Background: an optimization exercise with open tools, aiming at small area. Do not read the settings as production practice. RTL that was checked went through simulation tests only; none was proved equivalent to the original. No activity file was given, so power comes from the tool's default toggle rates.

==> inputs of onyx <==
## top
module top(y, x, c0, c1, c2, clk, rst);
input clk;
input rst;
input [7:0] x;
input [7:0] c0;
input [7:0] c1;
input [7:0] c2;
output [15:0] y;
reg [7:0] xd;
reg [7:0] c0d;
reg [15:0] s2q;
wire [7:0] xg;
wire [7:0] xdg;
wire rstn = ~rst;
and_cell ug0 (.a(x[0]), .b(rstn), .y(xg[0]));
and_cell ugd0 (.a(xd[0]), .b(rstn), .y(xdg[0]));
and_cell ug1 (.a(x[1]), .b(rstn), .y(xg[1]));
and_cell ugd1 (.a(xd[1]), .b(rstn), .y(xdg[1]));
and_cell ug2 (.a(x[2]), .b(rstn), .y(xg[2]));
and_cell ugd2 (.a(xd[2]), .b(rstn), .y(xdg[2]));
and_cell ug3 (.a(x[3]), .b(rstn), .y(xg[3]));
and_cell ugd3 (.a(xd[3]), .b(rstn), .y(xdg[3]));
and_cell ug4 (.a(x[4]), .b(rstn), .y(xg[4]));
and_cell ugd4 (.a(xd[4]), .b(rstn), .y(xdg[4]));
and_cell ug5 (.a(x[5]), .b(rstn), .y(xg[5]));
and_cell ugd5 (.a(xd[5]), .b(rstn), .y(xdg[5]));
and_cell ug6 (.a(x[6]), .b(rstn), .y(xg[6]));
and_cell ugd6 (.a(xd[6]), .b(rstn), .y(xdg[6]));
and_cell ug7 (.a(x[7]), .b(rstn), .y(xg[7]));
and_cell ugd7 (.a(xd[7]), .b(rstn), .y(xdg[7]));
wire [15:0] s2n;
wire p1;
wire p2;
wire p3;
wire p4;
wire p5;
wire p6;
wire p7;
wire p8;
wire p9;
wire p10;
wire p11;
wire p12;
wire p13;
wire p14;
wire p15;
wire p16;
wire p17;
wire p18;
wire p19;
wire p20;
wire p21;
wire p22;
wire p23;
  ...
export LEC_CHECK = 0
export CAP_MARGIN = 20
export CORE_MARGIN = 2
export CORE_UTILIZATION = 40
export CTS_BUF_LIST = sky130_fd_sc_hd__clkbuf_8
export SLEW_MARGIN = 20
export SYNTH_HIERARCHICAL = 1
export SYNTH_MINIMUM_KEEP_SIZE = 0
create_clock -name core_clock -period 10.0 [get_ports {clk}]
standard.sh (not shown) runs the stock make flow with config.mk's settings and CLKGATE_MAP_FILE= SYNTH_SCRIPT=/design/flow/synth_recipe.tcl, a recipe that flattens the netlist after the stock synthesis.
==> flow/flow/run.sh <==
#!/bin/bash
set -euo pipefail
export BUFFER_PORTS_ARGS="-buffer_cell sky130_fd_sc_hd__buf_1"
export CTS_ARGS="-buf_list sky130_fd_sc_hd__clkbuf_8 -sink_clustering_enable -sink_clustering_size 32 -sink_clustering_max_diameter 500 -dont_use_dummy_load -repair_clock_nets"
bash standard.sh > standard.log 2>&1
==> maple: changes against onyx <==
--- a/flow/design.v
+++ b/flow/design.v
@@ -585,51 +585,51 @@
 wire c554;
 wire s555;
 wire c556;
 wire s557;
 wire c558;
 wire s559;
 wire c560;
-wire s561;
-wire c562;
-wire n563;
-wire s564;
-wire c565;
-wire s566;
-wire c567;
-wire s568;
-wire c569;
-wire s570;
-wire c571;
-wire n572;
+wire n561;
+wire n562;
+wire s563;
+wire c564;
+wire s565;
+wire c566;
+wire s567;
+wire c568;
+wire s569;
+wire c570;
+wire s571;
+wire c572;
 wire n573;
 wire s574;
 wire c575;
 wire s576;
 wire c577;
 wire s578;
 wire c579;
 wire s580;
 wire c581;
-wire n582;
-wire s583;
-wire c584;
-wire s585;
-wire c586;
-wire s587;
-wire c588;
-wire s589;
-wire c590;
-wire s591;
-wire c592;
-wire s593;
-wire c594;
+wire s582;
+wire c583;
+wire s584;
+wire c585;
+wire s586;
+wire c587;
+wire s588;
+wire c589;
+wire s590;
+wire c591;
+wire s592;
+wire c593;
+wire x594;
 wire x595;
-wire x596;
-wire [4:0] t597;
+wire [5:0] t596;
+wire y597;
 wire y598;
 wire y599;
 wire y600;
 wire y601;
 wire y602;
 nand_cell u1 (.a(xdg[0]), .b(c0d[0]), .y(p1));
 nand_cell u2 (.a(xdg[0]), .b(c0d[1]), .y(p2));
@@ -1012,41 +1012,41 @@
 fa_cell u549 (.a(s545), .b(c531), .c(n547), .s(s548), .co(c549));
 assign n550 = ~s548;
 fa_cell u552 (.a(s2q[10]), .b(p403), .c(p410), .s(s551), .co(c552));
 fa_cell u554 (.a(p417), .b(p424), .c(p431), .s(s553), .co(c554));
 fa_cell u556 (.a(c536), .b(c538), .c(s551), .s(s555), .co(c556));
 fa_cell u558 (.a(s553), .b(c540), .c(s555), .s(s557), .co(c558));
 fa_cell u560 (.a(c542), .b(s557), .c(c544), .s(s559), .co(c560));
-fa_cell u562 (.a(s559), .b(c546), .c(c549), .s(s561), .co(c562));
-assign n563 = ~s561;
-fa_cell u565 (.a(s2q[11]), .b(p411), .c(p418), .s(s564), .co(c565));
-fa_cell u567 (.a(p425), .b(p432), .c(c552), .s(s566), .co(c567));
-fa_cell u569 (.a(c554), .b(s564), .c(c556), .s(s568), .co(c569));
-fa_cell u571 (.a(s566), .b(c558), .c(s568), .s(s570), .co(c571));
-assign n572 = ~s570;
-assign n573 = ~c560;
-ha_cell u575 (.a(n572), .b(n573), .s(s574), .co(c575));
+assign n561 = ~s559;
+assign n562 = ~c546;
+ha_cell u564 (.a(n561), .b(n562), .s(s563), .co(c564));
+fa_cell u566 (.a(s2q[11]), .b(p411), .c(p418), .s(s565), .co(c566));
+fa_cell u568 (.a(p425), .b(p432), .c(c552), .s(s567), .co(c568));
+fa_cell u570 (.a(c554), .b(s565), .c(c556), .s(s569), .co(c570));
+fa_cell u572 (.a(s567), .b(c558), .c(s569), .s(s571), .co(c572));
+assign n573 = ~c564;
+fa_cell u575 (.a(s571), .b(c560), .c(n573), .s(s574), .co(c575));
 fa_cell u577 (.a(s2q[12]), .b(p419), .c(p426), .s(s576), .co(c577));
-fa_cell u579 (.a(p433), .b(c565), .c(s576), .s(s578), .co(c579));
-fa_cell u581 (.a(c567), .b(s578), .c(c569), .s(s580), .co(c581));
-assign n582 = ~c575;
-fa_cell u584 (.a(s580), .b(c571), .c(n582), .s(s583), .co(c584));
-fa_cell u586 (.a(s2q[13]), .b(p427), .c(p434), .s(s585), .co(c586));
-fa_cell u588 (.a(c577), .b(s585), .c(c579), .s(s587), .co(c588));
-fa_cell u590 (.a(s587), .b(c581), .c(c584), .s(s589), .co(c590));
-fa_cell u592 (.a(s2q[14]), .b(p435), .c(c586), .s(s591), .co(c592));
-fa_cell u594 (.a(s591), .b(c588), .c(c590), .s(s593), .co(c594));
-assign x595 = s2q[15] ^ c592;
-assign x596 = x595 ^ c594;
-inc_and5 u597 (.a({~s593, ~s589, ~s583, s574, ~c562}), .t(t597));
-assign y598 = s574 ^ t597[0];
-assign y599 = ~(s583 ^ t597[1]);
-assign y600 = ~(s589 ^ t597[2]);
-assign y601 = ~(s593 ^ t597[3]);
-assign y602 = x596 ^ t597[4];
+fa_cell u579 (.a(p433), .b(c566), .c(s576), .s(s578), .co(c579));
+fa_cell u581 (.a(c568), .b(s578), .c(c570), .s(s580), .co(c581));
+fa_cell u583 (.a(s580), .b(c572), .c(c575), .s(s582), .co(c583));
+fa_cell u585 (.a(s2q[13]), .b(p427), .c(p434), .s(s584), .co(c585));
+fa_cell u587 (.a(c577), .b(s584), .c(c579), .s(s586), .co(c587));
+fa_cell u589 (.a(s586), .b(c581), .c(c583), .s(s588), .co(c589));
+fa_cell u591 (.a(s2q[14]), .b(p435), .c(c585), .s(s590), .co(c591));
+fa_cell u593 (.a(s590), .b(c587), .c(c589), .s(s592), .co(c593));
+assign x594 = s2q[15] ^ c591;
+assign x595 = x594 ^ c593;
+inc_and6 u596 (.a({~s592, ~s588, ~s582, ~s574, s563, ~c549}), .t(t596));
+assign y597 = s563 ^ t596[0];
+assign y598 = ~(s574 ^ t596[1]);
+assign y599 = ~(s582 ^ t596[2]);
+assign y600 = ~(s588 ^ t596[3]);
+assign y601 = ~(s592 ^ t596[4]);
+assign y602 = x595 ^ t596[5];
 assign y[0] = n438;
 assign s2n[0] = s129;
 assign y[1] = n443;
 assign s2n[1] = s133;
 assign y[2] = s450;
 assign s2n[2] = s141;
 assign y[3] = s459;
@@ -1059,15 +1059,15 @@
 assign s2n[6] = s213;
 assign y[7] = s515;
 assign s2n[7] = s241;
 assign y[8] = s533;
 assign s2n[8] = s271;
 assign y[9] = n550;
 assign s2n[9] = s298;
-assign y[10] = n563;
+assign y[10] = y597;
 assign s2n[10] = s320;
 assign y[11] = y598;
 assign s2n[11] = s338;
 assign y[12] = y599;
 assign s2n[12] = s352;
 assign y[13] = y600;
 assign s2n[13] = s362;
@@ -1085,18 +1085,18 @@
 assign s = a ^ b ^ c;
 assign co = (a & b) | (a & c) | (b & c);
 endmodule
 module ha_cell(input a, input b, output s, output co);
 assign s = a ^ b;
 assign co = a & b;
 endmodule
-module inc_and5(input [4:0] a, output [4:0] t);
+module inc_and6(input [5:0] a, output [5:0] t);
 genvar i;
 assign t[0] = a[0];
-generate for (i = 1; i < 5; i = i + 1) begin : g
+generate for (i = 1; i < 6; i = i + 1) begin : g
   assign t[i] = &a[i:0];
 end endgenerate
 endmodule
 module nand_cell(input a, input b, output y);
 assign y = ~(a & b);
 endmodule
 module and_cell(input a, input b, output y);
==> xenon: changes against onyx <==
--- a/flow/design.v
+++ b/flow/design.v
@@ -585,51 +585,51 @@
 wire c554;
 wire s555;
 wire c556;
 wire s557;
 wire c558;
 wire s559;
 wire c560;
-wire s561;
-wire c562;
-wire n563;
-wire s564;
-wire c565;
-wire s566;
-wire c567;
-wire s568;
-wire c569;
-wire s570;
-wire c571;
-wire n572;
+wire n561;
+wire n562;
+wire s563;
+wire c564;
+wire s565;
+wire c566;
+wire s567;
+wire c568;
+wire s569;
+wire c570;
+wire s571;
+wire c572;
 wire n573;
 wire s574;
 wire c575;
 wire s576;
 wire c577;
 wire s578;
 wire c579;
 wire s580;
 wire c581;
-wire n582;
-wire s583;
-wire c584;
-wire s585;
-wire c586;
-wire s587;
-wire c588;
-wire s589;
-wire c590;
-wire s591;
-wire c592;
-wire s593;
-wire c594;
+wire s582;
+wire c583;
+wire s584;
+wire c585;
+wire s586;
+wire c587;
+wire s588;
+wire c589;
+wire s590;
+wire c591;
+wire s592;
+wire c593;
+wire x594;
 wire x595;
-wire x596;
-wire [4:0] t597;
+wire [5:0] t596;
+wire y597;
 wire y598;
 wire y599;
 wire y600;
 wire y601;
 wire y602;
 nand_cell u1 (.a(xdg[0]), .b(c0d[0]), .y(p1));
 nand_cell u2 (.a(xdg[0]), .b(c0d[1]), .y(p2));
@@ -1012,41 +1012,41 @@
 fa_cell u549 (.a(s545), .b(c531), .c(n547), .s(s548), .co(c549));
 assign n550 = ~s548;
 fa_cell u552 (.a(s2q[10]), .b(p403), .c(p410), .s(s551), .co(c552));
 fa_cell u554 (.a(p417), .b(p424), .c(p431), .s(s553), .co(c554));
 fa_cell u556 (.a(c536), .b(c538), .c(s551), .s(s555), .co(c556));
 fa_cell u558 (.a(s553), .b(c540), .c(s555), .s(s557), .co(c558));
 fa_cell u560 (.a(c542), .b(s557), .c(c544), .s(s559), .co(c560));
-fa_cell u562 (.a(s559), .b(c546), .c(c549), .s(s561), .co(c562));
-assign n563 = ~s561;
-fa_cell u565 (.a(s2q[11]), .b(p411), .c(p418), .s(s564), .co(c565));
-fa_cell u567 (.a(p425), .b(p432), .c(c552), .s(s566), .co(c567));
-fa_cell u569 (.a(c554), .b(s564), .c(c556), .s(s568), .co(c569));
-fa_cell u571 (.a(s566), .b(c558), .c(s568), .s(s570), .co(c571));
-assign n572 = ~s570;
-assign n573 = ~c560;
-ha_cell u575 (.a(n572), .b(n573), .s(s574), .co(c575));
+assign n561 = ~s559;
+assign n562 = ~c546;
+ha_cell u564 (.a(n561), .b(n562), .s(s563), .co(c564));
+fa_cell u566 (.a(s2q[11]), .b(p411), .c(p418), .s(s565), .co(c566));
+fa_cell u568 (.a(p425), .b(p432), .c(c552), .s(s567), .co(c568));
+fa_cell u570 (.a(c554), .b(s565), .c(c556), .s(s569), .co(c570));
+fa_cell u572 (.a(s567), .b(c558), .c(s569), .s(s571), .co(c572));
+assign n573 = ~c564;
+fa_cell u575 (.a(s571), .b(c560), .c(n573), .s(s574), .co(c575));
 fa_cell u577 (.a(s2q[12]), .b(p419), .c(p426), .s(s576), .co(c577));
-fa_cell u579 (.a(p433), .b(c565), .c(s576), .s(s578), .co(c579));
-fa_cell u581 (.a(c567), .b(s578), .c(c569), .s(s580), .co(c581));
-assign n582 = ~c575;
-fa_cell u584 (.a(s580), .b(c571), .c(n582), .s(s583), .co(c584));
-fa_cell u586 (.a(s2q[13]), .b(p427), .c(p434), .s(s585), .co(c586));
-fa_cell u588 (.a(c577), .b(s585), .c(c579), .s(s587), .co(c588));
-fa_cell u590 (.a(s587), .b(c581), .c(c584), .s(s589), .co(c590));
-fa_cell u592 (.a(s2q[14]), .b(p435), .c(c586), .s(s591), .co(c592));
-fa_cell u594 (.a(s591), .b(c588), .c(c590), .s(s593), .co(c594));
-assign x595 = s2q[15] ^ c592;
-assign x596 = x595 ^ c594;
-inc_and5 u597 (.a({~s593, ~s589, ~s583, s574, ~c562}), .t(t597));
-assign y598 = s574 ^ t597[0];
-assign y599 = ~(s583 ^ t597[1]);
-assign y600 = ~(s589 ^ t597[2]);
-assign y601 = ~(s593 ^ t597[3]);
-assign y602 = x596 ^ t597[4];
+fa_cell u579 (.a(p433), .b(c566), .c(s576), .s(s578), .co(c579));
+fa_cell u581 (.a(c568), .b(s578), .c(c570), .s(s580), .co(c581));
+fa_cell u583 (.a(s580), .b(c572), .c(c575), .s(s582), .co(c583));
+fa_cell u585 (.a(s2q[13]), .b(p427), .c(p434), .s(s584), .co(c585));
+fa_cell u587 (.a(c577), .b(s584), .c(c579), .s(s586), .co(c587));
+fa_cell u589 (.a(s586), .b(c581), .c(c583), .s(s588), .co(c589));
+fa_cell u591 (.a(s2q[14]), .b(p435), .c(c585), .s(s590), .co(c591));
+fa_cell u593 (.a(s590), .b(c587), .c(c589), .s(s592), .co(c593));
+assign x594 = s2q[15] ^ c591;
+assign x595 = x594 ^ c593;
+inc_and6 u596 (.a({~s592, ~s588, ~s582, ~s574, s563, ~c549}), .t(t596));
+assign y597 = s563 ^ t596[0];
+assign y598 = ~(s574 ^ t596[1]);
+assign y599 = ~(s582 ^ t596[2]);
+assign y600 = ~(s588 ^ t596[3]);
+assign y601 = ~(s592 ^ t596[4]);
+assign y602 = x595 ^ t596[5];
 assign y[0] = n438;
 assign s2n[0] = s129;
 assign y[1] = n443;
 assign s2n[1] = s133;
 assign y[2] = s450;
 assign s2n[2] = s141;
 assign y[3] = s459;
@@ -1059,15 +1059,15 @@
 assign s2n[6] = s213;
 assign y[7] = s515;
 assign s2n[7] = s241;
 assign y[8] = s533;
 assign s2n[8] = s271;
 assign y[9] = n550;
 assign s2n[9] = s298;
-assign y[10] = n563;
+assign y[10] = y597;
 assign s2n[10] = s320;
 assign y[11] = y598;
 assign s2n[11] = s338;
 assign y[12] = y599;
 assign s2n[12] = s352;
 assign y[13] = y600;
 assign s2n[13] = s362;
@@ -1085,18 +1085,18 @@
 assign s = a ^ b ^ c;
 assign co = (a & b) | (a & c) | (b & c);
 endmodule
 module ha_cell(input a, input b, output s, output co);
 assign s = a ^ b;
 assign co = a & b;
 endmodule
-module inc_and5(input [4:0] a, output [4:0] t);
+module inc_and6(input [5:0] a, output [5:0] t);
 genvar i;
 assign t[0] = a[0];
-generate for (i = 1; i < 5; i = i + 1) begin : g
+generate for (i = 1; i < 6; i = i + 1) begin : g
   assign t[i] = &a[i:0];
 end endgenerate
 endmodule
 module nand_cell(input a, input b, output y);
 assign y = ~(a & b);
 endmodule
 module and_cell(input a, input b, output y);
==> flow/flow/run.sh (replaced) <==
#!/bin/bash
# The standard layout (standard.sh, unchanged synthesis and steps), with
# one difference: the buffers that global placement puts on every input and
# output port are the platform's smallest buffer, not the delay buffer that
# buffer_ports picks by default. The resizer may still upsize them later.
set -euo pipefail
export BUFFER_PORTS_ARGS="-buffer_cell sky130_fd_sc_hd__buf_1"
bash standard.sh > standard.log 2>&1
CTS_CLUSTER_DIAMETER = 300   (was not set)
CTS_CLUSTER_SIZE = 40   (was not set)
==> comparison table <==
Share of layout cells above drive strength 1: maple 0.0170; onyx 0.0282; xenon 0.0226
Fraction of met2 tracks used by global routing: maple 0.330; onyx 0.363; xenon 0.331
Die boundary height: maple 122 µm; onyx 122 µm; xenon 122 µm
Worst clock skew: maple 0.0104 ns; onyx 0.00757 ns; xenon 0.00833 ns
Clock-cell share of area: maple 0.0116; onyx 0.0115; xenon 0.0155
Net Switching: maple 0.919 mW; onyx 0.883 mW; xenon 0.925 mW
Pre-CTS setup slack: maple 0.608 ns; onyx 0.441 ns; xenon 0.608 ns
Via count: maple 3596; onyx 3548; xenon 3623
Gate count of the mapped netlist: maple 490; onyx 485; xenon 490
Design Area, Final: maple 5950 µm²; onyx 5980 µm²; xenon 5970 µm²
Multi-input logic area: maple 4720 µm²; onyx 4690 µm²; xenon 4720 µm²
Full die area: maple 14900 µm²; onyx 14800 µm²; xenon 14900 µm²
Portion of the layout cell area used by non-clock buffers: maple 0.0335; onyx 0.0433; xenon 0.0333
IR drop worst, VDD: maple 289 µV; onyx 134 µV; xenon 289 µV
Maximum clock frequency: maple 0.107 GHz; onyx 0.105 GHz; xenon 0.107 GHz
Clk pwr share: maple 0.047; onyx 0.051; xenon 0.055
Fraction of power consumed by combinational cells: maple 0.845; onyx 0.838; xenon 0.838
Run status: maple finished clean; onyx finished clean; xenon finished clean
Max Fanout on Critical Path: maple 9; onyx 4; xenon 9
Function not checked in onyx: the RTL went through the layout flow alone.

[port drivers added, routing unchanged]
The results above use ideal ports. As a check the final layouts listed here were re-extracted and re-timed, cells and wires unchanged.
Step 1 sets driving cells, clkbuf_16 on the clock port and buf_2 on the other inputs (assumed; they add their load-dependent delay and slew).
Step 2 times the ports against the registers' clock, not the clock port: input delays grow and output delays shrink by t, the midpoint of the rising clock arrivals with the driver on.
a / b / c = ideal / step 1 / step 2; a / b = the first two.
run | t (ns) | setup WS [ns] | clock arrival spread, ns | worst data-port slew with drivers (ns) | cell pins on the clock port's net
onyx | 0.318 | 0.463 / 0.441 / 0.441 | 0.008 / 0.007 | 0.04 | 1
maple | 0.312 | 0.662 / 0.641 / 0.641 | 0.011 / 0.011 | 0.04 | 1
xenon | 0.318 | 0.662 / 0.637 / 0.637 | 0.008 / 0.009 | 0.04 | 1
After both steps setup and hold are still met in every run listed. The setup slack of xenon, which loses most, moves by -0.025 ns with the drivers and by -0.025 ns with both steps.
